Background: an optimization exercise with open tools, aiming at small area. Do not read the settings as production practice.
Where RTL was checked, it was by simulation tests only, not by an equivalence proof against the original.
No functional check of the RTL was part of run 4.
Power and IR drop assume default switching activity.

### flow/constraint.sdc
create_clock -name core_clock -period 5.5 [get_ports {clk}]
set_input_delay 1.1000 -clock core_clock [delete_from_list [all_inputs] [get_ports {clk}]]
set_output_delay 1.1000 -clock core_clock [all_outputs]
set_load 0.01 [all_outputs]
### flow/flow/run.sh
#!/bin/bash
# Standard ORFS layout (the standard.sh), with buf_1 port buffers and a
# clock tree of small buffers without dummy loads. Each step's log is in orfs/logs.
set -euo pipefail
bash standard.sh synth > synth.log 2>&1
bash standard.sh finish \
  "BUFFER_PORTS_ARGS=-buffer_cell sky130_fd_sc_hd__buf_1" \
  "CTS_ARGS=-sink_clustering_enable -repair_clock_nets -dont_use_dummy_load -buf_list {sky130_fd_sc_hd__clkbuf_2 sky130_fd_sc_hd__clkbuf_4}" \
  > layout.log 2>&1
### flow/design.v
`timescale 1ns / 1ps
module cpu_instr_fetch(
input 			clk,
input 			rst,
input			start,
input			stop,
input[32:0]		start_addr,
input[127:0]	cpu_read_data,
input			cpu_read_ack,
input			generate_done,
output[32:0]	cpu_read_addr,
output			cpu_read_valid,
output[127:0]	segment_instruc,
output		 	segment_instruc_valid,
output[32:0]	seg_ddr_address,
output[25:0]	seg_buff_length,
output[15:0]	seg_times,
output reg		seg_seen
);
localparam	IDLE	= 3'd0;
localparam	GET1	= 3'd1;
localparam	WAIT	= 3'd2;
localparam	GET		= 3'd3;
localparam	JSEG	= 3'd4;
localparam	JJMP	= 3'd5;
localparam	JEND	= 3'd6;
localparam	CMP		= 3'd7;
reg	[2:0]	cstate;
reg	[2:0]	nstate;
reg			read_en;
reg	[32:0]	read_addr;
reg			read_valid_temp;
reg	[124:0]	instr;
reg	[15:0]	counter_jump [1:7];
reg	[7:1]	counter_live;
wire		rd_seg	= cpu_read_data[127:125] == 3'b101;
wire		rd_jump	= cpu_read_data[127:125] == 3'b111;
wire		getting	= cstate == GET1 || cstate == GET;
wire		load	= getting && cpu_read_ack;
wire [2:0]	rd_idx	= cpu_read_data[35] ? 3'd0 : cpu_read_data[34:32];
wire [32:0]	jump_addr	= {instr[63:59], instr[124:97]};
wire		jump_taken	= instr[58];
assign cpu_read_addr			= read_addr;
assign cpu_read_valid			= read_en;
assign segment_instruc			= {3'b101, instr};
assign segment_instruc_valid	= read_valid_temp;
assign seg_ddr_address			= instr[96:64];
assign seg_buff_length			= instr[57:32];
assign seg_times				= instr[19:4];
wire [7:1]	rd_hit;
reg  [15:0]	counter_sel;
integer k;
genvar g;
generate for(g=1;g<8;g=g+1) begin : hit
	assign rd_hit[g] = rd_idx == g;
end endgenerate
always @(*)
	begin
		counter_sel = 16'd0;
		for(k=1;k<8;k=k+1)
			counter_sel = counter_sel | ({16{rd_hit[k] & counter_live[k]}} & counter_jump[k]);
	end
wire [15:0]	counter_inc	= counter_sel + 16'd1;
wire		rd_taken	= (rd_idx != 3'd0 ? counter_inc : 16'd0) < cpu_read_data[15:0];
wire		jump_load	= cstate == GET && cpu_read_ack && rd_jump;
always @(*)
	begin
		case(cstate)
			IDLE:	nstate = start ? GET1 : IDLE;
			GET1:	nstate = cpu_read_ack ? WAIT : GET1;
			WAIT:	nstate = generate_done ? (stop ? IDLE : GET) : WAIT;
			GET:	nstate = cpu_read_ack ? (rd_seg ? JSEG : rd_jump ? JJMP : JEND) : GET;
			JSEG:	nstate = WAIT;
			JJMP:	nstate = CMP;
			JEND:	nstate = IDLE;
			default:nstate = GET;
		endcase
	end
always @(posedge clk)
	begin
		if(rst)
			begin
			cstate			<= IDLE;
			read_en			<= 1'b0;
			read_valid_temp	<= 1'b0;
			seg_seen		<= 1'b0;
			end
		else
			begin
			cstate			<= nstate;
			read_en			<= getting;
			if(getting)
				read_valid_temp	<= cpu_read_ack & rd_seg;
			if(load && rd_seg)
				seg_seen		<= 1'b1;
			end
	end
always @(posedge clk)
	begin
		if(cstate == GET1)
			read_addr	<= start_addr;
		else if((cstate == WAIT && generate_done) || (cstate == CMP && !jump_taken))
			read_addr	<= read_addr + 33'd16;
		else if(cstate == CMP)
			read_addr	<= jump_addr;
	end
always @(posedge clk)
	begin
		if(load && rd_seg)
			{instr[96:64], instr[57:32], instr[19:4]} <=
				{cpu_read_data[96:64], cpu_read_data[57:32], cpu_read_data[19:4]};
		if(load)
			begin
			{instr[124:97], instr[63:58], instr[31:20]} <= rd_seg ?
				{cpu_read_data[124:97], cpu_read_data[63:58], cpu_read_data[31:20]} :
				{cpu_read_data[91:64], cpu_read_data[96:92], rd_taken, cpu_read_data[31:20]};
			instr[3:0]	<= cpu_read_data[3:0];
			end
	end
integer i;
always @(posedge clk)
	begin
		if(cstate == IDLE)
			counter_live	<= 7'd0;
		else
			for(k=1;k<8;k=k+1)
				if(jump_load && rd_hit[k])
					counter_live[k]	<= rd_taken;
	end
always @(posedge clk)
	begin
		for(i=1;i<8;i=i+1)
			if(jump_load && rd_hit[i])
				counter_jump[i]	<= counter_inc;
	end
endmodule
`timescale 1ns / 1ps
module cpu_instr_excute(
	input			clk,
	input			rst,
	input			instrc_valid,
	input			seg_seen,	 
	input [32:0]	ddr_address,
	input [25:0]	buff_length,
	input [15:0]	segment_times,
	output			generate_done,
	input			axis_ready,
	output[31:0]	axis_data,
	output			axis_valid,
	output			axis_last
);
	reg		[15:0]	segment_num;
	reg		[2:0]	data_num;
	reg		[31:0]	data_gen;
	reg				tvalid;
	assign	axis_last		= data_num == 3'd7;
	assign	axis_data		= data_gen;
	assign	axis_valid		= tvalid & ~generate_done;
	assign	generate_done	= ~seg_seen | (segment_num >= segment_times);
always @(posedge clk or posedge rst)
	begin
		if(rst)
			begin
			tvalid		<= 1'b0;
			end
		else
			begin
			tvalid		<= instrc_valid | (~generate_done & tvalid);
			end
	end
always @(posedge clk)
	begin
		if(generate_done)
			begin
			data_num 		<= 3'd0;
			segment_num		<= 16'd0;
			end
		else if(axis_ready & tvalid)
			begin
			data_num 		<= data_num + 3'd1;
			if(data_num == 3'd7)
				segment_num	<= segment_num + 16'd1;
			end
	end
always @(*)
	begin
		case(data_num)
			3'd0:	data_gen = 32'h80002000;
			3'd2:	data_gen = ddr_address[31:0];
			3'd3:	data_gen = {31'd0, ddr_address[32]};
			3'd6:	data_gen = {6'b000011, buff_length};
			default:data_gen = 32'h0;
		endcase
	end
endmodule
`timescale 1ns / 1ps
module cpu_top(
 		clk,
 		rst,
		start,
		stop,
	    start_addr,
		cpu_read_ack,
        cpu_read_data,
		cpu_read_valid,
        cpu_read_addr,
        segment_instruc,
		segment_instruc_valid,
        axis_data,
        axis_valid,
        axis_last,
        axis_ready
    );
input 		        clk;
input 		        rst;
input		        start;
input		        stop;
input   [32:0]	    start_addr;
input   [127:0]     cpu_read_data;
input               cpu_read_ack;
output  [32:0]      cpu_read_addr;
output		        cpu_read_valid;
output  [127:0]     segment_instruc;
output		        segment_instruc_valid;
output  [31:0]      axis_data;
output              axis_valid;
output              axis_last;
input               axis_ready;
wire                generate_done;
wire    [32:0]      seg_ddr_address;
wire    [25:0]      seg_buff_length;
wire    [15:0]      seg_times;
wire                seg_seen;
cpu_instr_fetch  cpu_instr_fetch_inst (
    .clk                     ( clk                    ),
    .rst                     ( rst                    ),
    .start                   ( start                  ),
    .stop                    ( stop                   ),
    .start_addr              ( start_addr             ),
    .cpu_read_valid          ( cpu_read_valid         ),
    .cpu_read_addr           ( cpu_read_addr          ),
    .cpu_read_data           ( cpu_read_data          ),
    .cpu_read_ack            ( cpu_read_ack           ),
    .generate_done           ( generate_done          ),
    .segment_instruc         ( segment_instruc        ),
    .segment_instruc_valid   ( segment_instruc_valid  ),
    .seg_ddr_address         ( seg_ddr_address        ),
    .seg_buff_length         ( seg_buff_length        ),
    .seg_times               ( seg_times              ),
    .seg_seen                ( seg_seen               )
);
cpu_instr_excute  cpu_instr_excute_inst (
    .clk                     ( clk                    ),
    .rst                     ( rst                    ),
    .instrc_valid            ( segment_instruc_valid  ),
    .seg_seen                ( seg_seen               ),
    .ddr_address             ( seg_ddr_address        ),
    .buff_length             ( seg_buff_length        ),
    .segment_times           ( seg_times              ),
    .axis_ready              ( axis_ready             ),
    .generate_done           ( generate_done          ),
    .axis_data               ( axis_data              ),
    .axis_valid              ( axis_valid             ),
    .axis_last               ( axis_last              )
);
endmodule
### flow/config.mk
export PLATFORM = sky130hd
export DESIGN_NAME = cpu_top
export DESIGN_NICKNAME = cpu_top
export VERILOG_FILES = /design/flow/design.v
export SDC_FILE = /design/flow/constraint.sdc
export NUM_CORES = 4
export LEC_CHECK = 0
export ABC_AREA = 1
export CAP_MARGIN = 20
export CORE_MARGIN = 2
export CORE_UTILIZATION = 65
export SLEW_MARGIN = 20
### flow/standard.sh
#!/bin/bash
# synth_recipe.tcl (not shown) runs the flow's synth.tcl, then flattens the netlist and writes it again
# the make line also repeats each setting of config.mk as NAME=value (left out here)
make -C /OpenROAD-flow-scripts/flow DESIGN_CONFIG=/design/flow/config.mk WORK_HOME=/design/flow/orfs CLKGATE_MAP_FILE= SYNTH_SCRIPT=/design/flow/synth_recipe.tcl "${@:-finish}"
==> summary.txt, run 1 <==
Job
  • Number of max-cap violations: 0

Die
  • Area inside the core boundary: 20,800 um^2
  • Placement row count: 53
  • Num ports: 364
  • Horizontal extent of the die: 149 um
  • Die Y: 149 um
  • Initial Util: 65.7%
  • Die area: 22,200 um^2

Yosys
  • Post-synthesis mux area share: 0%
  • Dominant cells by area after synthesis: sky130_fd_sc_hd__edfxtp_1 (59%), sky130_fd_sc_hd__nand2_1 (10%), sky130_fd_sc_hd__dfxtp_1 (4.7%), sky130_fd_sc_hd__ha_1 (3.6%), sky130_fd_sc_hd__o21ai_0 (2.7%)
  • Prevailing post-synth register cell: sky130_fd_sc_hd__edfxtp_1
  • Complex-gate fraction of the synthesized area: 7.11%
  • Yosys top cell by area: sky130_fd_sc_hd__edfxtp_1
  • Post-synthesis xor/xnor area fraction: 3.65%
  • Yosys warning count: 3
  • Sequential cell area fraction in the yosys report: 64.2%
  • Mapped Avg Cell Area: 10.7 um^2
  • Synth Register Bits: 303
  • Post-synthesis async set-or-reset flop share: 0.330%
  • Count of different cell masters after synthesis: 44
  • Post-synthesis cell area: 13,700 um^2
  • Largest family of logic cells by synthesized area: simple AND/OR/NAND/NOR gates
  • Simple-gate area share of the yosys netlist: 17.4%
  • Adder-cell share of the synthesized area: 3.57%
  • Fraction of post-synthesis cell area in the top cell type by area: 59.3%
  • Gate count after technology mapping: 1,274
  • Count of flip-flops with a built-in enable after synthesis: 270

CTS
  • Number of clock buffers inserted by TritonCTS: 77
  • Library cell used as clock root buffer: sky130_fd_sc_hd__clkbuf_4
  • Number of buffers between clock root and the deepest sink: 3
  • Resized cells post-CTS: 0
  • Clk sink count: 303
  • Clock latency at the later pin of the worst-skew pair: 0.70 ns
  • CTS tree: built
  • Clock Pin Slew Worst Setup and Hold Paths: 0.06 ns
  • Number of buffers inserted to repair setup after CTS: 0
  • Hold buffer count at cts: 0
  • Total number of H-tree levels: 3

Routing
  • Routed via count divided by cell count: 5.81
  • Initial drt markers: 1,144
  • Vias: 11,400
  • # DRC: 0
  • Pre-Repair DR Iteration Count: 6
  • Total wire length after detailed routing: 41.0 mm
  • Remaining number of nets flagged by the antenna check after routing: 0
  • WL per Instance: 20.9 um

STA
  • Worst-case setup margin in the final layout: 1.23 ns
  • FMAX: 0.234 GHz
  • Number of hold violations in the final report: 0
  • Slew of the pin with the lowest slew margin: 1.07 ns
  • Max-slew headroom at the worst pin: 28.6%
  • Share of the clock period used by the worst path: 77.7%
  • RSZ-0062 raised after global routing: no
  • Final Hold Slack: 0.401 ns
  • Final number of setup-violating endpoints: 0
  • Max-slew violation count: 0
  • Setup TNS: 0 ns
  • Setup clock skew after layout: 0.0941 ns
  • Post-route minimum period: 4.27 ns

Global routing
  • Number of global-route vias before repair: 10,900
  • Total global routing overflow: 0
  • First-pass GRT wire length: 60.5 mm
  • Largest net degree at the start of global routing: 55
  • Initial antenna violation count: 1
  • Global-route usage over all layers: 36.7%

Placement
  • Number of I/O port buffers: 360
  • Routability cong.: 0.988
  • Dpl ws: 0.686 ns
  • DP HPWL: 30.1 mm
  • Cell area after placement: 15,300 um^2

Power and ir drop
  • Power per Cell Area: 276 nW/um^2
  • Highest ir drop seen on vdd: 202 uV
  • Leak Pwr: 6.19 nW

Finish
  • Area growth from synthesis to layout: 16.7%
  • Total area of multi-input combinational cells: 4410 um^2
  • Most used cells in the layout excluding fill and tap cells: sky130_fd_sc_hd__nand2_1 (366), sky130_fd_sc_hd__buf_1 (360), sky130_fd_sc_hd__edfxtp_1 (270), sky130_fd_sc_hd__inv_1 (91), sky130_fd_sc_hd__nor2_1 (88)
  • Final non-filler cell area: 15,900 um^2
  • Most common cell after layout, fill and taps aside: sky130_fd_sc_hd__nand2_1
  • Layout Utilization: 76.6%
  • Layout cells sized above 1: 7.70%
  • Number of nets in the finished design: 1,897
  • Register cell area after layout: 8770 um^2
  • Number of fill cells in the layout: 1,516

Worst setup path
  • Cell count of the worst reg-to-reg path: 18
  • Largest fanout on the critical path: 15
  • Data arrival time of the worst path: 4.75 ns
  • Required time worst endpoint: 5.97 ns
  • CP Capture Type: flip-flop
  • Critical path class: in -> reg
  • Launching element type of the critical path: primary input

Run status
  • Run status: timing/DRC/antenna clean

Hold path
  • Worst Hold Class: in -> async
==> critical path: stages <==
cell and delay (ns):
sky130_fd_sc_hd__buf_1 0.20, sky130_fd_sc_hd__nand3_1 0.30, sky130_fd_sc_hd__nor2_1 0.23, sky130_fd_sc_hd__nand2_1 0.09, sky130_fd_sc_hd__inv_2 0.27, sky130_fd_sc_hd__nand2_1 0.11
sky130_fd_sc_hd__nand3_1 0.10, sky130_fd_sc_hd__a21oi_1 0.05, sky130_fd_sc_hd__nand4_1 0.13, sky130_fd_sc_hd__ha_1 0.28, sky130_fd_sc_hd__inv_1 0.08, sky130_fd_sc_hd__nor2_2 0.24
sky130_fd_sc_hd__nand4_1 0.21, sky130_fd_sc_hd__xnor2_1 0.17, sky130_fd_sc_hd__ha_1 0.28, sky130_fd_sc_hd__nand2_1 0.07, sky130_fd_sc_hd__nor2_1 0.05, sky130_fd_sc_hd__a211oi_1 0.17
sky130_fd_sc_hd__o221a_2 0.21, sky130_fd_sc_hd__nand2_1 0.20, sky130_fd_sc_hd__o21ai_0 0.20
==> sequential cells by signal, indices dropped and copies added (netlist names) <==
register                              flops
cpu_instr_fetch_inst.cstate               3
cpu_instr_excute_inst.tvalid              1
cpu_instr_fetch_inst.counter_live         7
cpu_instr_fetch_inst.read_valid_temp      1
cpu_instr_fetch_inst.counter_jump       112
cpu_instr_excute_inst.data_num            3
cpu_instr_excute_inst.segment_num        16
cpu_instr_fetch_inst.seg_seen             1
cpu_instr_fetch_inst.instr              125
cpu_instr_fetch_inst.read_addr           33
cpu_instr_fetch_inst.read_en              1
==> path summary, 6_finish.rpt <==
path | from | end | slack, ns
setup / recovery | cpu_read_data[32] | cpu_instr_fetch_inst.instr[58]$_DFFE_PP_ | 1.23
hold / removal | rst | cpu_instr_excute_inst.tvalid$_DFF_PP0_ | 0.40
setup reg to reg | cpu_instr_fetch_inst.counter_live[1]$_SDFFE_PN0P_ | cpu_instr_fetch_inst.instr[58]$_DFFE_PP_ | 1.91
hold reg to reg | cpu_instr_fetch_inst.seg_seen$_SDFFE_PP0P_ | cpu_instr_fetch_inst.seg_seen$_SDFFE_PP0P_ | 0.49
max in group asynchronous | rst | cpu_instr_excute_inst.tvalid$_DFF_PP0_ | 5.00
min in group core_clock | cpu_instr_fetch_inst.seg_seen$_SDFFE_PP0P_ | cpu_instr_fetch_inst.seg_seen$_SDFFE_PP0P_ | 0.49
==> final cells by class <==
cell class | instances | share of cell area, %
Antenna cell | 1 | 0.0157
Clock buffer | 77 | 3.62
Inverter | 103 | 2.43
Multi-Input combinational cell | 834 | 27.7
Sequential cell | 303 | 55.0
Tap cell | 275 | 2.16
Timing Repair Buffer | 372 | 9.11
==> Yosys cell counts, types with 2 or more instances <==
master	instances
sky130_fd_sc_hd__nand2_1	366
sky130_fd_sc_hd__edfxtp_1	270
sky130_fd_sc_hd__nor2_1	96
sky130_fd_sc_hd__inv_1	92
sky130_fd_sc_hd__o21ai_0	75
sky130_fd_sc_hd__nand3_1	47
sky130_fd_sc_hd__a21oi_1	39
sky130_fd_sc_hd__ha_1	39
sky130_fd_sc_hd__dfxtp_1	32
sky130_fd_sc_hd__xor2_1	30
sky130_fd_sc_hd__a22o_1	28
sky130_fd_sc_hd__xnor2_1	27
sky130_fd_sc_hd__clkbuf_1	23
sky130_fd_sc_hd__nand4_1	21
sky130_fd_sc_hd__nor3_1	17
sky130_fd_sc_hd__buf_4	9
sky130_fd_sc_hd__inv_2	9
sky130_fd_sc_hd__nor2_2	7
sky130_fd_sc_hd__a211oi_1	5
sky130_fd_sc_hd__or2_2	5
sky130_fd_sc_hd__a221oi_1	3
sky130_fd_sc_hd__and3_1	3
sky130_fd_sc_hd__buf_2	3
sky130_fd_sc_hd__clkinv_1	2
sky130_fd_sc_hd__conb_1	2
sky130_fd_sc_hd__nand2_2	2
sky130_fd_sc_hd__nor3b_1	2
sky130_fd_sc_hd__o211ai_1	2
sky130_fd_sc_hd__o21ai_1	2
sky130_fd_sc_hd__o31ai_1	2
==> power breakdown <==
part           total (mW)  leakage (nW)  switching (mW)  internal [mW]
combinational       0.351          2.82           0.242          0.109
sequential           2.63          3.02          0.0565           2.58
clock                1.41         0.354           0.775          0.636
==> layer usage <==
layer,vias up,track usage [%],wire length (um)
met3,102,9.85,5190
li1,5196,-,-
met2,773,57.6,18700
met5,-,0,0
met4,0,14.3,1420
met1,5344,49.6,15700
==> stage by stage <==
step           std cells  total power, mW
3_5_place_dp        1885             3.02
5_1_grt             1965             4.55
3_3_place_gp        1885             3.02
2_1_floorplan       1275             2.85
6_report            1965             4.40
4_1_cts             1962             4.40
==> logic make-up (layout without fill, tap and decap cells) <==
| logic type | after synthesis | in the layout |
|---|---|---|
| AND/OR/NAND/NOR | 573 | 573 |
| flip-flops | 303 | 303 |
| AO/OA/AOI/OAI | 162 | 162 |
| buffers and inverters | 138 | 552 |
| XOR/XNOR | 57 | 57 |
| adder cells (fa/ha/maj) | 39 | 39 |
| other | 2 | 4 |
==> run 2, diff against run 1 <==
--- a/flow/design.v
+++ b/flow/design.v
@@ -32,6 +32,6 @@
 reg			read_valid_temp;
 reg	[124:0]	instr;
-reg	[15:0]	counter_jump [1:7];
-reg	[7:1]	counter_live;
+reg	[1:0]	cnt_idx_hi;
+reg			after_cmp;
 wire		rd_seg	= cpu_read_data[127:125] == 3'b101;
 wire		rd_jump	= cpu_read_data[127:125] == 3'b111;
@@ -40,5 +40,6 @@
 wire [2:0]	rd_idx	= cpu_read_data[35] ? 3'd0 : cpu_read_data[34:32];
 wire [32:0]	jump_addr	= {instr[63:59], instr[124:97]};
-wire		jump_taken	= instr[58];
+wire [15:0]	jump_times	= {instr[31:20], instr[3:0]};
+wire [2:0]	cnt_idx		= {cnt_idx_hi, instr[58]};
 assign cpu_read_addr			= read_addr;
 assign cpu_read_valid			= read_en;
@@ -48,20 +49,20 @@
 assign seg_buff_length			= instr[57:32];
 assign seg_times				= instr[19:4];
-wire [7:1]	rd_hit;
-reg  [15:0]	counter_sel;
-integer k;
-genvar g;
-generate for(g=1;g<8;g=g+1) begin : hit
-	assign rd_hit[g] = rd_idx == g;
-end endgenerate
-always @(*)
-	begin
-		counter_sel = 16'd0;
-		for(k=1;k<8;k=k+1)
-			counter_sel = counter_sel | ({16{rd_hit[k] & counter_live[k]}} & counter_jump[k]);
-	end
+reg	[15:0]	ring_a0, ring_a1, ring_a2, ring_b0, ring_b1, ring_c0, ring_c1;
+reg			live_a0, live_a1, live_a2, live_b0, live_b1, live_c0, live_c1;
+reg	[1:0]	phase_a;	 
+reg			phase_bc;	 
+wire		win_bc	= cstate == JJMP || cstate == CMP;
+wire		win_a	= win_bc || after_cmp;
+wire		hit_a	= win_a  && !cnt_idx[2] && cnt_idx[1:0] == phase_a;
+wire		hit_b	= win_bc && cnt_idx[2:1] == 2'b10 && cnt_idx[0] == phase_bc;
+wire		hit_c	= win_bc && cnt_idx[2:1] == 2'b11 && cnt_idx[0] == phase_bc;
+wire		hit_0	= cstate == JJMP && cnt_idx == 3'd0;
+wire		decide	= hit_a || hit_b || hit_c || hit_0;
+wire [15:0]	counter_sel	= ({16{hit_a & live_a0}} & ring_a0)
+						| ({16{hit_b & live_b0}} & ring_b0)
+						| ({16{hit_c & live_c0}} & ring_c0);
 wire [15:0]	counter_inc	= counter_sel + 16'd1;
-wire		rd_taken	= (rd_idx != 3'd0 ? counter_inc : 16'd0) < cpu_read_data[15:0];
-wire		jump_load	= cstate == GET && cpu_read_ack && rd_jump;
+wire		jump_taken	= (hit_0 ? 16'd0 : counter_inc) < jump_times;
 always @(*)
 	begin
@@ -97,10 +98,12 @@
 	end
 always @(posedge clk)
+	after_cmp	<= cstate == CMP;
+always @(posedge clk)
 	begin
 		if(cstate == GET1)
 			read_addr	<= start_addr;
-		else if((cstate == WAIT && generate_done) || (cstate == CMP && !jump_taken))
+		else if((cstate == WAIT && generate_done) || (decide && !jump_taken))
 			read_addr	<= read_addr + 33'd16;
-		else if(cstate == CMP)
+		else if(decide)
 			read_addr	<= jump_addr;
 	end
@@ -114,23 +117,42 @@
 			{instr[124:97], instr[63:58], instr[31:20]} <= rd_seg ?
 				{cpu_read_data[124:97], cpu_read_data[63:58], cpu_read_data[31:20]} :
-				{cpu_read_data[91:64], cpu_read_data[96:92], rd_taken, cpu_read_data[31:20]};
+				{cpu_read_data[91:64], cpu_read_data[96:92], rd_idx[0], cpu_read_data[15:4]};
 			instr[3:0]	<= cpu_read_data[3:0];
-			end
-	end
-integer i;
-always @(posedge clk)
-	begin
+			cnt_idx_hi	<= rd_idx[2:1];
+			end
+	end
+always @(posedge clk)
+	begin
+		if(rst)
+			begin
+			phase_a		<= 2'd1;
+			phase_bc	<= 1'b0;
+			end
+		else
+			begin
+			phase_a		<= phase_a == 2'd3 ? 2'd1 : phase_a + 2'd1;
+			phase_bc	<= ~phase_bc;
+			end
+		ring_a1		<= hit_a ? counter_inc : ring_a0;
+		ring_a2		<= ring_a1;
+		ring_a0		<= ring_a2;
+		ring_b1		<= hit_b ? counter_inc : ring_b0;
+		ring_b0		<= ring_b1;
+		ring_c1		<= hit_c ? counter_inc : ring_c0;
+		ring_c0		<= ring_c1;
 		if(cstate == IDLE)
-			counter_live	<= 7'd0;
-		else
-			for(k=1;k<8;k=k+1)
-				if(jump_load && rd_hit[k])
-					counter_live[k]	<= rd_taken;
-	end
-always @(posedge clk)
-	begin
-		for(i=1;i<8;i=i+1)
-			if(jump_load && rd_hit[i])
-				counter_jump[i]	<= counter_inc;
+			begin
+			{live_a0, live_a1, live_a2, live_b0, live_b1, live_c0, live_c1} <= 7'd0;
+			end
+		else
+			begin
+			live_a1		<= hit_a ? jump_taken : live_a0;
+			live_a2		<= live_a1;
+			live_a0		<= live_a2;
+			live_b1		<= hit_b ? jump_taken : live_b0;
+			live_b0		<= live_b1;
+			live_c1		<= hit_c ? jump_taken : live_c0;
+			live_c0		<= live_c1;
+			end
 	end
 endmodule
--- a/flow/flow/run.sh
+++ b/flow/flow/run.sh
@@ -6,4 +6,4 @@
 bash standard.sh finish \
   "BUFFER_PORTS_ARGS=-buffer_cell sky130_fd_sc_hd__buf_1" \
-  "CTS_ARGS=-sink_clustering_enable -repair_clock_nets -dont_use_dummy_load -buf_list {sky130_fd_sc_hd__clkbuf_2 sky130_fd_sc_hd__clkbuf_4}" \
+  "CTS_ARGS=-sink_clustering_enable -repair_clock_nets -dont_use_dummy_load -buf_list sky130_fd_sc_hd__clkbuf_4 -sink_clustering_size 12 -sink_clustering_max_diameter 30" \
   > layout.log 2>&1
--- a/flow/config.mk
+++ b/flow/config.mk
@@ -9,4 +9,4 @@
 export CAP_MARGIN = 20
 export CORE_MARGIN = 2
-export CORE_UTILIZATION = 65
+export CORE_UTILIZATION = 40
 export SLEW_MARGIN = 20
==> run 2 against run 1 <==
Against the previous run:
- still clean on timing, DRC and antenna
- power is 1.0% lower
- sequential power about the same
- non-clock buffer count rose by 2
- wire length is 2.2% lower
- combinational power grew 11%
- clock skew shrank 0.017 ns
- flip-flop and latch count increased by 6
- area after synthesis down 3.8%
- worst hold slack worse by 0.11 ns
- synthesized cell count rose by 9.1%
- via count is 3.6% lower
- largest power group unchanged
- highest routed layer is now met5
==> summary.txt, run 2 <==
Yosys
  • Cell with the most instances after synthesis: sky130_fd_sc_hd__nand2_1
  • Count of different cell masters after synthesis: 52 (+18%)
  • Fraction of post-synthesis cell area in the top cell type by area: 36.5% (-23 points)
  • Synth Register Bits: 309 (+2.0%)
  • Post-synthesis async set-or-reset flop share: 0.324% (-0.0064 points)
  • Prevailing post-synth register cell: sky130_fd_sc_hd__edfxtp_1
  • Mapped Avg Cell Area: 9.47 um^2 (-12%)
  • Sequential cell area fraction in the yosys report: 59.2% (-5.0 points)
  • Post-synthesis cell area: 13,200 um^2 (-3.8%)
  • Yosys warning count: 2 (-1)
  • Dominant cells by area after synthesis: sky130_fd_sc_hd__edfxtp_1 (37%), sky130_fd_sc_hd__dfxtp_1 (23%), sky130_fd_sc_hd__nand2_1 (12%), sky130_fd_sc_hd__nand3_1 (4.6%), sky130_fd_sc_hd__ha_1 (3.8%)
  • Count of flip-flops with a built-in enable after synthesis: 160 (-41%)
  • Top cell types by occurrence after synthesis: sky130_fd_sc_hd__nand2_1 (426), sky130_fd_sc_hd__edfxtp_1 (160), sky130_fd_sc_hd__dfxtp_1 (148)
  • Yosys top cell by area: sky130_fd_sc_hd__edfxtp_1
  • Gate count after technology mapping: 1,390 (+9.1%)

STA
  • Number of hold violations in the final report: 0 (unchanged)
  • Final number of setup-violating endpoints: 0 (unchanged)
  • Slew of the pin with the lowest slew margin: 1.01 ns (-0.0649 ns)
  • Max-slew violation count: 0 (unchanged)
  • Share of the clock period used by the worst path: 85.1% (+7.4 points)
  • FMAX: 0.214 GHz (-8.7%)
  • Post-route minimum period: 4.68 ns (+0.408 ns)
  • RSZ-0062 raised after global routing: no
  • Setup clock skew after layout: 0.0775 ns (-0.0166 ns)
  • Max-slew headroom at the worst pin: 32.9% (+4.3 points)
  • Setup TNS: 0 ns (unchanged)

Power and ir drop
  • Power per Cell Area: 281 nW/um^2 (+2.0%)
  • Switching part of the total power: 25.7% (+1.3 points)
  • Sequential group share of total power: 59.7% (-0.2 points)
  • Part of the power in the clock network: 31.4% (-0.7 points)
  • Pint: 3.23 mW (-2.7%)
  • Leak Pwr: 6.30 nW (+1.7%)
  • Highest ir drop seen on vdd: 148 uV (-26%)
  • Comb pwr share: 9.0% (+1.0 points)
  • Power consumption: 4.35 mW (-1.0%)
  • Switching power total: 1.12 mW (+4.2%)

Job
  • Number of max-cap violations: 0 (unchanged)

CTS
  • Number of buffers inserted to repair setup after CTS: 0 (unchanged)
  • Clock Pin Slew Worst Setup and Hold Paths: 0.08 ns (+0.02 ns)
  • CTS tree: built
  • Clock latency at the later pin of the worst-skew pair: 0.69 ns (about the same)
  • Library cell used as clock root buffer: sky130_fd_sc_hd__clkbuf_4
  • Clk sink count: 309 (+2.0%)
  • Total number of H-tree levels: 3 (unchanged)
  • Hold buffer count at cts: 0 (unchanged)
  • Number of buffers between clock root and the deepest sink: 3 (unchanged)
  • Resized cells post-CTS: 0 (unchanged)
  • Number of clock buffers inserted by TritonCTS: 70 (-9.1%)

Routing
  • Total wire length after detailed routing: 40.1 mm (-2.2%)
  • Pre-Repair DR Iteration Count: 5 (-1)
  • Vias: 11,000 (-3.6%)
  • WL per Instance: 18.0 um (-14%)
  • Initial drt markers: 821 (-28%)
  • # DRC: 0 (unchanged)
  • Routed via count divided by cell count: 4.94 (-15%)
  • Remaining number of nets flagged by the antenna check after routing: 0 (unchanged)

Finish
  • Final non-filler cell total: 2,228 (+13%)
  • Most common cell after layout, fill and taps aside: sky130_fd_sc_hd__nand2_1
  • Most used cells in the layout excluding fill and tap cells: sky130_fd_sc_hd__nand2_1 (425), sky130_fd_sc_hd__buf_1 (360), sky130_fd_sc_hd__edfxtp_1 (160), sky130_fd_sc_hd__dfxtp_1 (148), sky130_fd_sc_hd__inv_1 (123)
  • Largest registers: cpu_instr_fetch_inst.instr (125), cpu_instr_fetch_inst.read_addr (33)
  • Max FFs per register: 125 (unchanged)
  • Layout Utilization: 47.7% (-29 points)
  • Number of fill cells in the layout: 3,215 (+110%)
  • Layout cells sized above 1: 7.30% (-0.39 points)
  • Area growth from synthesis to layout: 17.6%
  • Number of nets in the finished design: 1,989 (+4.8%)
  • Final non-filler cell area: 15,500 um^2 (-3.0%)
  • Most flop-heavy register: cpu_instr_fetch_inst.instr

Global routing
  • First-pass GRT wire length: 59.2 mm (-2.2%)
  • Largest net degree at the start of global routing: 63 (+15%)
  • Global-route usage over all layers: 22.7% (-14 points)
  • Number of global-route vias before repair: 10,700 (-2.1%)
  • Initial antenna violation count: 7 (+6)
  • Total global routing overflow: 0 (unchanged)

Placement
  • Cell area after placement: 14,900 um^2 (-2.6%)
  • DP HPWL: 30.2 mm (about the same)
  • Placed cells: 2,152 (+14%)
  • Routability cong.: 0.909 (-8.0%)
  • Number of I/O port buffers: 360 (unchanged)

Die
  • Num ports: 364 (unchanged)
  • Die area: 34,400 um^2 (+55%)
  • Area inside the core boundary: 32,500 um^2 (+56%)
  • Die Y: 185 um (+24%)
  • Placement row count: 66 (+25%)
  • Initial Util: 40.5% (-25 points)
  • Horizontal extent of the die: 185 um (+24%)

Worst setup path
  • Largest fanout on the critical path: 30 (+15)
  • Critical path class: reg -> reg
  • CP Capture Type: flip-flop
  • Data arrival time of the worst path: 5.01 ns (+0.26 ns)
  • Launching element type of the critical path: flip-flop
  • Required time worst endpoint: 5.83 ns (-0.14 ns)

Run status
  • Run status: timing/DRC/antenna clean

Hold path
  • Worst Hold Class: reg -> reg
==> run 2: path summary, 6_finish.rpt <==
kind / start / to / slack [ns] / depth (start not counted)
setup / recovery: cpu_instr_fetch_inst.instr[58]$_DFFE_PP_ / cpu_instr_fetch_inst.read_addr[2]$_DFFE_PP_ / 0.82 / 24
min in group asynchronous: rst / cpu_instr_excute_inst.tvalid$_DFF_PP0_ / 0.48 / 2
max in group asynchronous: rst / cpu_instr_excute_inst.tvalid$_DFF_PP0_ / 4.92 / 2
hold reg to reg: cpu_instr_fetch_inst.ring_b1[11]$_DFF_P_ / cpu_instr_fetch_inst.ring_b0[11]$_DFF_P_ / 0.29 / 0
setup reg to reg: cpu_instr_fetch_inst.instr[58]$_DFFE_PP_ / cpu_instr_fetch_inst.read_addr[2]$_DFFE_PP_ / 0.82 / 24
hold / removal: cpu_instr_fetch_inst.ring_b1[11]$_DFF_P_ / cpu_instr_fetch_inst.ring_b0[11]$_DFF_P_ / 0.29 / 0
==> run 2: cells by family (layout without fill, tap and decap cells) <==
kind of cell	Yosys count	count (layout)	share of synthesized area, %
flops	309	309	59.2
xor+xnor	47	47	3.13
other cells	2	9	0.0571
fa+ha+maj	40	40	3.80
compound gates	98	98	4.43
simple gates	705	705	23.6
buf+inv	189	578	5.77
==> run 2: metrics by stage <==
step	worst slack (ns)	hold slack (ns)
4_1_cts	0.834	0.290
6_report	0.818	0.294
5_1_grt	0.327	0.299
3_5_place_dp	0.799	0.312
2_1_floorplan	0.743	0.310
3_3_place_gp	0.954	0.310
==> run 2: routing by layer <==
metal  up-vias  routed length [um]  global-route usage (%)  part of all wire (%)
met1      5087               17800                    31.5                    44
met4         2                1250                    9.14                   3.1
met2       465               17800                    33.9                    44
li1       5367                   -                       -                     -
met3        87                3290                    5.78                   8.2
met5         -                  13                       0                 0.032
==> run 2: critical path, cell delays in order, from the launching register on <==
cell                       delay [ns]
sky130_fd_sc_hd__edfxtp_1        0.46
sky130_fd_sc_hd__nand2_1         0.11
sky130_fd_sc_hd__nand2_1         0.06
sky130_fd_sc_hd__nor2_1          0.22
sky130_fd_sc_hd__nand2_4         0.26
sky130_fd_sc_hd__nor2_4          0.36
sky130_fd_sc_hd__nand2_1         0.13
sky130_fd_sc_hd__nand3_2         0.14
sky130_fd_sc_hd__nand2_2         0.09
sky130_fd_sc_hd__nor2_1          0.11
sky130_fd_sc_hd__nand4_1         0.12
sky130_fd_sc_hd__xnor2_1         0.23
sky130_fd_sc_hd__inv_2           0.07
sky130_fd_sc_hd__nor2_1          0.15
sky130_fd_sc_hd__ha_1            0.27
sky130_fd_sc_hd__a21oi_1         0.19
sky130_fd_sc_hd__o21ai_0         0.10
sky130_fd_sc_hd__nand3_1         0.08
sky130_fd_sc_hd__a21oi_1         0.07
sky130_fd_sc_hd__a211oi_1        0.17
sky130_fd_sc_hd__nand2_1         0.16
sky130_fd_sc_hd__nand2_1         0.11
sky130_fd_sc_hd__nand2_1         0.08
sky130_fd_sc_hd__buf_4           0.25
sky130_fd_sc_hd__o21ai_1         0.38
==> run 2: final cells by class <==
type | instances | area [um^2] | share of cell area [%]
diodes | 6 | 15.0 | 0.0970
flip-flops and latches | 309 | 7790 | 50.4
multi-input cells | 893 | 4630 | 29.9
clock buffers | 70 | 526 | 3.40
inverters | 134 | 504 | 3.26
well taps | 442 | 553 | 3.57
repair buffers | 374 | 1460 | 9.41
==> run 2: power by group through the flow <==
| stage | sequential, mW | combinational (mW) | clock (mW) |
|---|---|---|---|
| floorplan | 2.65 | 0.199 | 0 |
| global placement | 2.64 | 0.384 | 0 |
| detailed placement | 2.64 | 0.390 | 0 |
| CTS | 2.59 | 0.392 | 1.43 |
| global route | 2.60 | 0.436 | 1.52 |
| finish | 2.60 | 0.390 | 1.36 |
==> run 3, diff against run 2 <==
==> flow/flow/run.sh (replaced) <==
#!/bin/bash
# Standard ORFS layout (the standard.sh), with buf_1 port buffers and a
# clock tree of small buffers without dummy loads. Each step's log is in orfs/logs.
set -euo pipefail
bash standard.sh synth > synth.log 2>&1
bash standard.sh finish \
  "BUFFER_PORTS_ARGS=-buffer_cell sky130_fd_sc_hd__buf_1" \
  "CTS_ARGS=-sink_clustering_enable -repair_clock_nets -dont_use_dummy_load -buf_list sky130_fd_sc_hd__clkbuf_2" \
  > layout.log 2>&1
==> run 3 against run 2 <==
Against the previous run:
- still clean on timing, DRC and antenna
- count of clock-buffer cells in the layout increased by 10
- non-clock buffer count is the same
- synthesized cell count did not move
- area after synthesis unchanged
- wire length is 0.46% higher
- register-to-register slack worse by 0.04 ns
- sequential share of layout area rose by 0.42 points
- sequential power hardly changed
- final cell count up 0.40%
- setup slack worse by 0.037 ns
- fmax down 0.77%
- design area fell by 0.82%
- largest cell class unchanged
==> summary.txt, run 3 <==
Routing
  • Remaining number of nets flagged by the antenna check after routing: 0 (unchanged)
  • Initial drt markers: 847 (+3.2%)
  • Pre-Repair DR Iteration Count: 5 (unchanged)
  • Vias: 11,000 (+0.15%)
  • WL per Instance: 18.0 um (about the same)
  • # DRC: 0 (unchanged)
  • Routed via count divided by cell count: 4.93 (-0.25%)
  • Total wire length after detailed routing: 40.3 mm (+0.46%)

STA
  • Setup TNS: 0 ns (unchanged)
  • Share of the clock period used by the worst path: 85.8% (+0.66 points)
  • Number of hold violations in the final report: 0 (unchanged)
  • Final Hold Slack: 0.272 ns (-0.0216 ns)
  • Final number of setup-violating endpoints: 0 (unchanged)
  • Max-slew headroom at the worst pin: 32.3% (-0.62 points)
  • Max-slew violation count: 0 (unchanged)
  • Post-route minimum period: 4.72 ns (+0.0365 ns)
  • Setup clock skew after layout: 0.0688 ns (-0.00870 ns)
  • Slew of the pin with the lowest slew margin: 1.01 ns (+0.00930 ns)
  • FMAX: 0.212 GHz (-0.77%)
  • RSZ-0062 raised after global routing: no
  • Worst-case setup margin in the final layout: 0.782 ns (-0.0365 ns)

Yosys
  • Gate count after technology mapping: 1,390 (unchanged)
  • Fraction of post-synthesis cell area in the top cell type by area: 36.5% (unchanged)
  • Post-synthesis cell area: 13,200 um^2 (unchanged)
  • Count of flip-flops with a built-in enable after synthesis: 160 (unchanged)
  • Top cell types by occurrence after synthesis: sky130_fd_sc_hd__nand2_1 (426), sky130_fd_sc_hd__edfxtp_1 (160), sky130_fd_sc_hd__dfxtp_1 (148)
  • Cell with the most instances after synthesis: sky130_fd_sc_hd__nand2_1
  • Mapped Avg Cell Area: 9.47 um^2 (unchanged)
  • Sequential cell area fraction in the yosys report: 59.2% (unchanged)
  • Prevailing post-synth register cell: sky130_fd_sc_hd__edfxtp_1
  • Synth Register Bits: 309 (unchanged)
  • Yosys warning count: 2 (unchanged)
  • Yosys top cell by area: sky130_fd_sc_hd__edfxtp_1
  • Dominant cells by area after synthesis: sky130_fd_sc_hd__edfxtp_1 (37%), sky130_fd_sc_hd__dfxtp_1 (23%), sky130_fd_sc_hd__nand2_1 (12%), sky130_fd_sc_hd__nand3_1 (4.6%), sky130_fd_sc_hd__ha_1 (3.8%)
  • Count of different cell masters after synthesis: 52 (unchanged)
  • Post-synthesis async set-or-reset flop share: 0.324% (unchanged)

CTS
  • Number of buffers inserted to repair setup after CTS: 0 (unchanged)
  • CTS tree: built
  • Number of buffers between clock root and the deepest sink: 3 (unchanged)
  • Hold buffer count at cts: 0 (unchanged)
  • Clock latency at the later pin of the worst-skew pair: 0.84 ns (+0.15 ns)
  • Library cell used as clock root buffer: sky130_fd_sc_hd__clkbuf_2
  • Clk sink count: 309 (unchanged)
  • Resized cells post-CTS: 0 (unchanged)
  • Clock Pin Slew Worst Setup and Hold Paths: 0.09 ns (about the same)
  • Number of clock buffers inserted by TritonCTS: 80 (+14%)
  • Total number of H-tree levels: 3 (unchanged)

Power and ir drop
  • Power per Cell Area: 272 nW/um^2 (-3.1%)
  • Leak Pwr: 6.31 nW (+0.16%)
  • Power consumption: 4.18 mW (-3.9%)
  • Highest ir drop seen on vdd: 130 uV (-12%)

Global routing
  • Largest net degree at the start of global routing: 63 (unchanged)
  • First-pass GRT wire length: 59.5 mm (+0.52%)
  • Global-route usage over all layers: 22.8% (+0.098 points)
  • Initial antenna violation count: 5 (-2)
  • Total global routing overflow: 0 (unchanged)
  • Number of global-route vias before repair: 10,800 (+0.51%)

Die
  • Area inside the core boundary: 32,500 um^2 (unchanged)
  • Initial Util: 40.5% (unchanged)
  • Die area: 34,400 um^2 (unchanged)
  • Horizontal extent of the die: 185 um (unchanged)
  • Placement row count: 66 (unchanged)
  • Num ports: 364 (unchanged)
  • Die Y: 185 um (unchanged)

Finish
  • Most flop-heavy register: cpu_instr_fetch_inst.instr
  • Largest registers: cpu_instr_fetch_inst.instr (125), cpu_instr_fetch_inst.read_addr (33)
  • Number of nets in the finished design: 1,999 (+0.50%)
  • Max FFs per register: 125 (unchanged)
  • Area growth from synthesis to layout: 16.6%
  • Number of fill cells in the layout: 3,222 (+0.22%)
  • Most common cell after layout, fill and taps aside: sky130_fd_sc_hd__nand2_1
  • Most used cells in the layout excluding fill and tap cells: sky130_fd_sc_hd__nand2_1 (425), sky130_fd_sc_hd__buf_1 (360), sky130_fd_sc_hd__edfxtp_1 (160), sky130_fd_sc_hd__dfxtp_1 (148), sky130_fd_sc_hd__inv_1 (123)
  • Register cell area after layout: 7790 um^2 (unchanged)
  • Total area of multi-input combinational cells: 4630 um^2 (unchanged)
  • Final non-filler cell total: 2,237 (+0.40%)
  • Layout cells sized above 1: 7.82% (+0.52 points)

Worst setup path
  • Critical path class: reg -> reg
  • Destination of the worst register-to-register timing path: cpu_instr_fetch_inst.read_addr[0]$_DFFE_PP_
  • Launching element type of the critical path: flip-flop
  • Largest fanout on the critical path: 30 (unchanged)
  • Required time worst endpoint: 6.00 ns (+0.17 ns)
  • Data arrival time of the worst path: 5.22 ns (+0.21 ns)
  • Cell count of the worst reg-to-reg path: 24 (unchanged)
  • CP Capture Type: flip-flop
  • Worst setup slack for register-to-register paths: 0.78 ns (-0.04 ns)
  • Worst reg2reg path startpoint: cpu_instr_fetch_inst.instr[58]$_DFFE_PP_

Placement
  • Dpl ws: 0.799 ns (unchanged)
  • Routability cong.: 0.909 (unchanged)
  • Number of I/O port buffers: 360 (unchanged)
  • Placed cells: 2,152 (unchanged)
  • DP HPWL: 30.2 mm (unchanged)

Job
  • Number of max-cap violations: 0 (unchanged)

Run status
  • Run status: timing/DRC/antenna clean

Hold path
  • Worst Hold Class: in -> async
run 3: how the worst max path moves through the flow:
stage               slack [ns]  cells after the start                                     start                                          end
floorplan                 0.74                      4                              cpu_read_ack     cpu_instr_fetch_inst.instr[10]$_DFFE_PP_
global placement          0.95                     24  cpu_instr_fetch_inst.instr[58]$_DFFE_PP_  cpu_instr_fetch_inst.read_addr[0]$_DFFE_PP_
detailed placement        0.80                     24  cpu_instr_fetch_inst.instr[58]$_DFFE_PP_  cpu_instr_fetch_inst.read_addr[1]$_DFFE_PP_
CTS                       0.79                     24  cpu_instr_fetch_inst.instr[58]$_DFFE_PP_  cpu_instr_fetch_inst.read_addr[1]$_DFFE_PP_
global route              0.32                     24  cpu_instr_fetch_inst.instr[58]$_DFFE_PP_  cpu_instr_fetch_inst.read_addr[2]$_DFFE_PP_
finish                    0.78                     24  cpu_instr_fetch_inst.instr[58]$_DFFE_PP_  cpu_instr_fetch_inst.read_addr[0]$_DFFE_PP_
run 3: cells by family (layout without fill, tap and decap cells):
kind of cell / after synthesis / count (layout) / share of synthesized area (%)
fa+ha+maj: 40 / 40 / 3.80
other cells: 2 / 8 / 0.0571
xor+xnor: 47 / 47 / 3.13
simple gates: 705 / 705 / 23.6
flops: 309 / 309 / 59.2
compound gates: 98 / 98 / 4.43
buf+inv: 189 / 588 / 5.77
run 3: metal layers:
metal | up-vias | part of all wire, % | routed length [um] | global-route usage [%]
met5 | - | 0 | 0 | 0
met4 | 0 | 2.6 | 1040 | 9.11
met3 | 69 | 8.3 | 3330 | 6.15
met2 | 459 | 45 | 18100 | 34.2
met1 | 5117 | 44 | 17800 | 31.3
li1 | 5380 | - | - | -
run 3: per-stage QoR:
stage	utilization [%]	cell area, um^2
floorplan	-	13200
global route	47.3	15300
detailed placement	46.0	14900
CTS	47.2	15300
finish	47.3	15300
global placement	46.0	14900
run 3: power by group:
part           total (mW)  switching (mW)  internal [mW]
Combinational       0.390           0.263          0.127
Clock                1.20           0.820          0.377
Sequential           2.59          0.0704           2.52
Total                4.18            1.15           3.03
run 3: worst max-delay path, cell delays in order, from the launching register on:
cell and delay (ns):
sky130_fd_sc_hd__edfxtp_1 0.47, sky130_fd_sc_hd__nand2_1 0.11, sky130_fd_sc_hd__nand2_1 0.06, sky130_fd_sc_hd__nor2_1 0.23
sky130_fd_sc_hd__nand2_4 0.26, sky130_fd_sc_hd__nor2_4 0.35, sky130_fd_sc_hd__nand2_1 0.13, sky130_fd_sc_hd__nand3_2 0.14
sky130_fd_sc_hd__nand2_2 0.09, sky130_fd_sc_hd__nor2_1 0.11, sky130_fd_sc_hd__nand4_1 0.12, sky130_fd_sc_hd__xnor2_1 0.23
sky130_fd_sc_hd__inv_2 0.07, sky130_fd_sc_hd__nor2_1 0.15, sky130_fd_sc_hd__ha_1 0.27, sky130_fd_sc_hd__a21oi_1 0.19
sky130_fd_sc_hd__o21ai_0 0.10, sky130_fd_sc_hd__nand3_1 0.07, sky130_fd_sc_hd__a21oi_1 0.07, sky130_fd_sc_hd__a211oi_1 0.17
sky130_fd_sc_hd__nand2_1 0.16, sky130_fd_sc_hd__nand2_1 0.11, sky130_fd_sc_hd__nand2_1 0.08, sky130_fd_sc_hd__buf_4 0.25
sky130_fd_sc_hd__o21ai_1 0.39
run 3: layout make-up:
| type | count | area share (%) |
|---|---|---|
| timing repair buffer | 374 | 9.49 |
| antenna | 5 | 0.0815 |
| tap | 442 | 3.60 |
| inverter | 134 | 3.29 |
| multi-input combinational | 893 | 30.2 |
| sequential | 309 | 50.8 |
| clock buffer | 80 | 2.61 |
==> run 4, diff against run 3 <==
--- a/flow/design.v
+++ b/flow/design.v
@@ -49,4 +49,42 @@
 assign seg_buff_length			= instr[57:32];
 assign seg_times				= instr[19:4];
+function [28:0] inc29;
+	input [28:0] a;
+	integer i;
+	reg c;
+	begin
+		c = 1'b1;
+		for(i=0;i<29;i=i+1)
+			begin
+			inc29[i] = a[i] ^ c;
+			c = c & a[i];
+			end
+	end
+endfunction
+function [15:0] inc16;
+	input [15:0] a;
+	integer i;
+	reg c;
+	begin
+		c = 1'b1;
+		for(i=0;i<16;i=i+1)
+			begin
+			inc16[i] = a[i] ^ c;
+			c = c & a[i];
+			end
+	end
+endfunction
+function lt16;
+	input [15:0] a;
+	input [15:0] b;
+	integer i;
+	reg c;
+	begin
+		c = 1'b0;
+		for(i=0;i<16;i=i+1)
+			c = (~a[i] & b[i]) | (~(a[i] ^ b[i]) & c);
+		lt16 = c;
+	end
+endfunction
 reg	[15:0]	ring_a0, ring_a1, ring_a2, ring_b0, ring_b1, ring_c0, ring_c1;
 reg			live_a0, live_a1, live_a2, live_b0, live_b1, live_c0, live_c1;
@@ -63,6 +101,6 @@
 						| ({16{hit_b & live_b0}} & ring_b0)
 						| ({16{hit_c & live_c0}} & ring_c0);
-wire [15:0]	counter_inc	= counter_sel + 16'd1;
-wire		jump_taken	= (hit_0 ? 16'd0 : counter_inc) < jump_times;
+wire [15:0]	counter_inc	= inc16(counter_sel);
+wire		jump_taken	= lt16(hit_0 ? 16'd0 : counter_inc, jump_times);
 always @(*)
 	begin
@@ -104,5 +142,5 @@
 			read_addr	<= start_addr;
 		else if((cstate == WAIT && generate_done) || (decide && !jump_taken))
-			read_addr	<= read_addr + 33'd16;
+			read_addr	<= {inc29(read_addr[32:4]), read_addr[3:0]};
 		else if(decide)
 			read_addr	<= jump_addr;
@@ -131,5 +169,5 @@
 		else
 			begin
-			phase_a		<= phase_a == 2'd3 ? 2'd1 : phase_a + 2'd1;
+			phase_a		<= {phase_a[0], ~phase_a[1] | ~phase_a[0]};	 
 			phase_bc	<= ~phase_bc;
 			end
@@ -176,8 +214,33 @@
 	reg		[31:0]	data_gen;
 	reg				tvalid;
+	function [15:0] inc16;
+		input [15:0] a;
+		integer i;
+		reg c;
+		begin
+			c = 1'b1;
+			for(i=0;i<16;i=i+1)
+				begin
+				inc16[i] = a[i] ^ c;
+				c = c & a[i];
+				end
+		end
+	endfunction
+	function ge16;
+		input [15:0] a;
+		input [15:0] b;
+		integer i;
+		reg c;
+		begin
+			c = 1'b1;
+			for(i=0;i<16;i=i+1)
+				c = (a[i] & ~b[i]) | (~(a[i] ^ b[i]) & c);
+			ge16 = c;
+		end
+	endfunction
 	assign	axis_last		= data_num == 3'd7;
 	assign	axis_data		= data_gen;
 	assign	axis_valid		= tvalid & ~generate_done;
-	assign	generate_done	= ~seg_seen | (segment_num >= segment_times);
+	assign	generate_done	= ~seg_seen | ge16(segment_num, segment_times);
 always @(posedge clk or posedge rst)
 	begin
@@ -200,7 +263,7 @@
 		else if(axis_ready & tvalid)
 			begin
-			data_num 		<= data_num + 3'd1;
+			data_num 		<= {data_num[2] ^ (data_num[1] & data_num[0]), data_num[1] ^ data_num[0], ~data_num[0]};
 			if(data_num == 3'd7)
-				segment_num	<= segment_num + 16'd1;
+				segment_num	<= inc16(segment_num);
 			end
 	end
==> run 4 against run 3 <==
Against the previous run:
- still clean
- core utilization grew 1.8 points
- area after synthesis is 4.0% lower
- register-to-register slack lost 0.65 ns
- die area fell by 3.9%
- critical path type unchanged
==> summary.txt, run 4 <==
CTS
  • Hold buffer count at cts: 0 (unchanged)
  • Clock Pin Slew Worst Setup and Hold Paths: 0.09 ns (about the same)
  • Number of clock buffers inserted by TritonCTS: 83 (+3.8%)
  • Number of buffers between clock root and the deepest sink: 3 (unchanged)
  • Library cell used as clock root buffer: sky130_fd_sc_hd__clkbuf_2
  • Clock latency at the later pin of the worst-skew pair: 0.89 ns (+0.05 ns)
  • Total number of H-tree levels: 3 (unchanged)
  • CTS tree: built
  • Clk sink count: 309 (unchanged)

Global routing
  • Global-route usage over all layers: 23.2% (+0.36 points)
  • First-pass GRT wire length: 57.6 mm (-3.2%)
  • Largest net degree at the start of global routing: 62 (-1.6%)
  • Number of global-route vias before repair: 10,100 (-5.7%)
  • Total global routing overflow: 0 (unchanged)
  • Initial antenna violation count: 4 (-1)

Worst setup path
  • Critical path class: reg -> reg
  • Data arrival time of the worst path: 5.99 ns (+0.77 ns)
  • Launching element type of the critical path: flip-flop
  • Cell count of the worst reg-to-reg path: 30 (+25%)
  • Destination of the worst register-to-register timing path: cpu_instr_fetch_inst.read_addr[32]$_DFFE_PP_
  • Largest delay contributor family on the critical path: adder cells
  • Worst reg2reg path startpoint: cpu_instr_fetch_inst.read_addr[5]$_DFFE_PP_
  • Largest fanout on the critical path: 2 (-93%)
  • Worst Path Buf+Inv: 0 (-2)
  • Critical Path Most Common Cell: sky130_fd_sc_hd__ha_4
  • Worst-path cell with the longest stage delay: sky130_fd_sc_hd__edfxtp_1
  • Required time worst endpoint: 6.12 ns (+0.12 ns)
  • Worst setup slack for register-to-register paths: 0.13 ns (-0.65 ns)
  • CP Capture Type: flip-flop
  • Largest incremental delay on the critical path: 0.41 ns (-0.06 ns)

Hold path
  • Worst min-delay path startpoint: cpu_instr_fetch_inst.ring_b1[1]$_DFF_P_
  • Worst Hold Class: reg -> reg
  • Terminating pin of the worst hold path: cpu_instr_fetch_inst.ring_b0[1]$_DFF_P_
  • Hold-critical path depth: 0

Yosys
  • Complex-gate fraction of the synthesized area: 5.35% (+0.92 points)
  • Prevailing post-synth register cell: sky130_fd_sc_hd__edfxtp_1
  • Adder-cell share of the synthesized area: 8.92% (+5.1 points)
  • Fraction of post-synthesis cell area in the top cell type by area: 38.0% (+1.5 points)
  • Simple-gate area share of the yosys netlist: 18.9% (-4.7 points)
  • Post-synthesis mux area share: 0% (unchanged)
  • Synth Register Bits: 309 (unchanged)
  • Gate count after technology mapping: 1,243 (-11%)
  • Count of different cell masters after synthesis: 36 (-31%)
  • Yosys warning count: 2 (unchanged)
  • Sequential cell area fraction in the yosys report: 61.7% (+2.5 points)
  • Cell with the most instances after synthesis: sky130_fd_sc_hd__nand2_1
  • Post-synthesis cell area: 12,600 um^2 (-4.0%)
  • Yosys top cell by area: sky130_fd_sc_hd__edfxtp_1
  • Count of flip-flops with a built-in enable after synthesis: 160 (unchanged)
  • Largest family of logic cells by synthesized area: simple AND/OR/NAND/NOR gates
  • Post-synthesis xor/xnor area fraction: 0.0694% (-3.1 points)
  • Dominant cells by area after synthesis: sky130_fd_sc_hd__edfxtp_1 (38%), sky130_fd_sc_hd__dfxtp_1 (23%), sky130_fd_sc_hd__nand2_1 (12%), sky130_fd_sc_hd__ha_1 (8.9%), sky130_fd_sc_hd__nand3_1 (3.1%)
  • Top cell types by occurrence after synthesis: sky130_fd_sc_hd__nand2_1 (414), sky130_fd_sc_hd__edfxtp_1 (160), sky130_fd_sc_hd__dfxtp_1 (148)
  • Mapped Avg Cell Area: 10.2 um^2 (+7.3%)
  • Post-synthesis async set-or-reset flop share: 0.324% (unchanged)

Power and ir drop
  • Power consumption: 4.18 mW (about the same)
  • Switching power total: 1.14 mW (-0.82%)
  • Highest ir drop seen on vdd: 142 uV (+9.4%)
  • Power per Cell Area: 272 nW/um^2 (-0.10%)
  • Leak Pwr: 6.17 nW (-2.2%)
  • Switching part of the total power: 27.4% (-0.22 points)
  • Sequential group share of total power: 61.3% (-0.7 points)
  • Pint: 3.04 mW (+0.29%)
  • Part of the power in the clock network: 29.2% (+0.6 points)
  • Comb pwr share: 9.4% (about the same)

Die
  • Area inside the core boundary: 31,300 um^2 (-3.5%)
  • Die Y: 182 um (-2.0%)
  • Initial Util: 40.3% (-0.21 points)
  • Placement row count: 65 (-1.5%)
  • Num ports: 364 (unchanged)
  • Die area: 33,000 um^2 (-3.9%)
  • Horizontal extent of the die: 182 um (-2.0%)

Routing
  • Total wire length after detailed routing: 39.5 mm (-2.0%)
  • Routed via count divided by cell count: 4.97 (+0.83%)
  • Initial drt markers: 723 (-15%)
  • # DRC: 0 (unchanged)
  • Vias: 10,300 (-6.5%)
  • Remaining number of nets flagged by the antenna check after routing: 0 (unchanged)
  • Pre-Repair DR Iteration Count: 5 (unchanged)
  • WL per Instance: 19.0 um (+5.7%)

STA
  • FMAX: 0.186 GHz (-12%)
  • Number of hold violations in the final report: 0 (unchanged)
  • Post-route minimum period: 5.37 ns (+0.653 ns)
  • Setup clock skew after layout: 0.124 ns (+0.0552 ns)
  • Setup TNS: 0 ns (unchanged)
  • Worst-case setup margin in the final layout: 0.128 ns (-0.653 ns)
  • Final Hold Slack: 0.301 ns (+0.0291 ns)
  • Max-slew violation count: 0 (unchanged)
  • Max-slew headroom at the worst pin: 29.9% (-2.4 points)
  • RSZ-0062 raised after global routing: yes
  • Slew of the pin with the lowest slew margin: 1.05 ns (+0.0354 ns)
  • Share of the clock period used by the worst path: 97.7% (+12 points)
  • Final number of setup-violating endpoints: 0 (unchanged)

Finish
  • Max FFs per register: 125 (unchanged)
  • Most common cell after layout, fill and taps aside: sky130_fd_sc_hd__nand2_1
  • Layout cells sized above 1: 10.9% (+3.0 points)
  • Final non-filler cell area: 15,400 um^2 (about the same)
  • Number of nets in the finished design: 1,926 (-3.7%)
  • Most used cells in the layout excluding fill and tap cells: sky130_fd_sc_hd__nand2_1 (409), sky130_fd_sc_hd__buf_1 (359), sky130_fd_sc_hd__edfxtp_1 (160), sky130_fd_sc_hd__dfxtp_1 (148), sky130_fd_sc_hd__inv_1 (94)
  • Area growth from synthesis to layout: 21.6%
  • Largest registers: cpu_instr_fetch_inst.instr (125), cpu_instr_fetch_inst.read_addr (33)
  • Most flop-heavy register: cpu_instr_fetch_inst.instr

Placement
  • Number of I/O port buffers: 360 (unchanged)
  • Routability cong.: 0.865 (-4.9%)
  • Cell area after placement: 14,500 um^2 (-3.0%)
  • Dpl ws: -0.300 ns (-1.10 ns)
  • DP HPWL: 28.3 mm (-6.2%)

Run status
  • Run status: timing/DRC/antenna clean

Job
  • Number of max-cap violations: 0 (unchanged)
[run 4: changes by cell type in the layout (fill, tap and decap cells not counted), sizes merged, moves of 8 or more]
cell,previous run,this run
ha,40,90
nand3,124,79
nor2,78,34
inv,130,100
xor2,31,1
a22o,0,25
buf,374,390
nand2,433,417
xnor2,16,0
nand4,41,33
[run 4: worst max path at each step]
stage                     slack, ns  cells past startpoint                                            to                                         from
after floorplan              0.0006                     30  cpu_instr_fetch_inst.read_addr[32]$_DFFE_PP_  cpu_instr_fetch_inst.read_addr[4]$_DFFE_PP_
after global placement        -0.19                     30  cpu_instr_fetch_inst.read_addr[32]$_DFFE_PP_  cpu_instr_fetch_inst.read_addr[5]$_DFFE_PP_
after detailed placement      -0.30                     30  cpu_instr_fetch_inst.read_addr[32]$_DFFE_PP_  cpu_instr_fetch_inst.read_addr[5]$_DFFE_PP_
after CTS                     0.002                     30  cpu_instr_fetch_inst.read_addr[32]$_DFFE_PP_  cpu_instr_fetch_inst.read_addr[4]$_DFFE_PP_
after global routing          -0.04                     33                                    axis_valid      cpu_instr_fetch_inst.instr[5]$_DFFE_PP_
final                          0.13                     30  cpu_instr_fetch_inst.read_addr[32]$_DFFE_PP_  cpu_instr_fetch_inst.read_addr[5]$_DFFE_PP_
[run 4: what timing repair did]
item	4_1_cts	5_1_grt
buffers inserted	1	5
gates resized for setup	19	40
endpoints found under the setup margin	3	38
cloned	0	5
pin swaps	2	9
[run 4: final cells by class]
class | count | area, um^2
diodes | 5 | 12.5
fillers | 2982 | 16000
flip-flops and latches | 309 | 7790
well taps | 402 | 503
repair buffers | 394 | 1710
multi-input cells | 778 | 4530
inverters | 103 | 392
clock buffers | 83 | 415
[run 4: cell families (layout without fill, tap and decap cells)]
logic type                 after synthesis  in the layout
buffers and inverters                  157            580
adders and majority gates               90             90
DFF                                    309            309
other                                    2              8
and+or+nand+nor                        573            573
xor gates and xnor gates                 1              1
AOI/OAI and AO/OA                      111            111
[run 4: through the flow]
stage | std cells | utilization, %
final | 2074 | 49.1
after global routing | 2073 | 49.0
after CTS | 2059 | 47.9
after detailed placement | 1975 | 46.2
after global placement | 1975 | 46.2
after floorplan | 1244 | -
[run 4: per-layer routing]
layer | vias to the layer above | GRT usage, % | part of all wire (%)
met4 | 0 | 9.66 | 3.8
met3 | 90 | 6.68 | 7.3
li1 | 5012 | - | -
met1 | 4770 | 27.4 | 40
met5 | - | 0 | 0
met2 | 435 | 39.6 | 49
[run 4: power groups by stage]
stage          combinational, mW  sequential, mW  clock, mW
2_1_floorplan              0.168            2.62          0
3_3_place_gp               0.365            2.61          0
3_5_place_dp               0.370            2.61          0
4_1_cts                    0.374            2.56       1.28
5_1_grt                    0.436            2.57       1.39
6_report                   0.394            2.56       1.22

-- afterwards: timing with drivers on the ports --
In the flow no input, the clock included, has a driving cell. The finished layouts below were timed again as built, in two steps.
Step 1, drivers: a clkbuf_16 drives clk and a buf_2 each remaining input, both assumed.
Step 2 adds t to the input delays and takes it off the output delays; t is the mean of the earliest and latest rising clock arrival at the registers after step 1. Input paths then give back, and output paths get back, about the clock's delay inside the block.
Slacks: no drivers / after step 1 / after step 2; pairs: no drivers / after step 1.
run | t (ns) | setup slack, ns | pins driven straight from the clock port
run 1 | 0.699 | 1.226 / 1.237 / 0.538 | 1
run 2 | 0.689 | 0.818 / 0.818 / 0.818 | 1
run 3 | 0.845 | 0.782 / 0.782 / 0.782 | 1
run 4 | 0.872 | 0.128 / 0.128 / 0.128 | 1
After both steps every run listed still meets setup and hold. For run 1, which loses most, drivers alone change the setup slack by +0.011 ns; drivers and shift together by -0.688 ns.
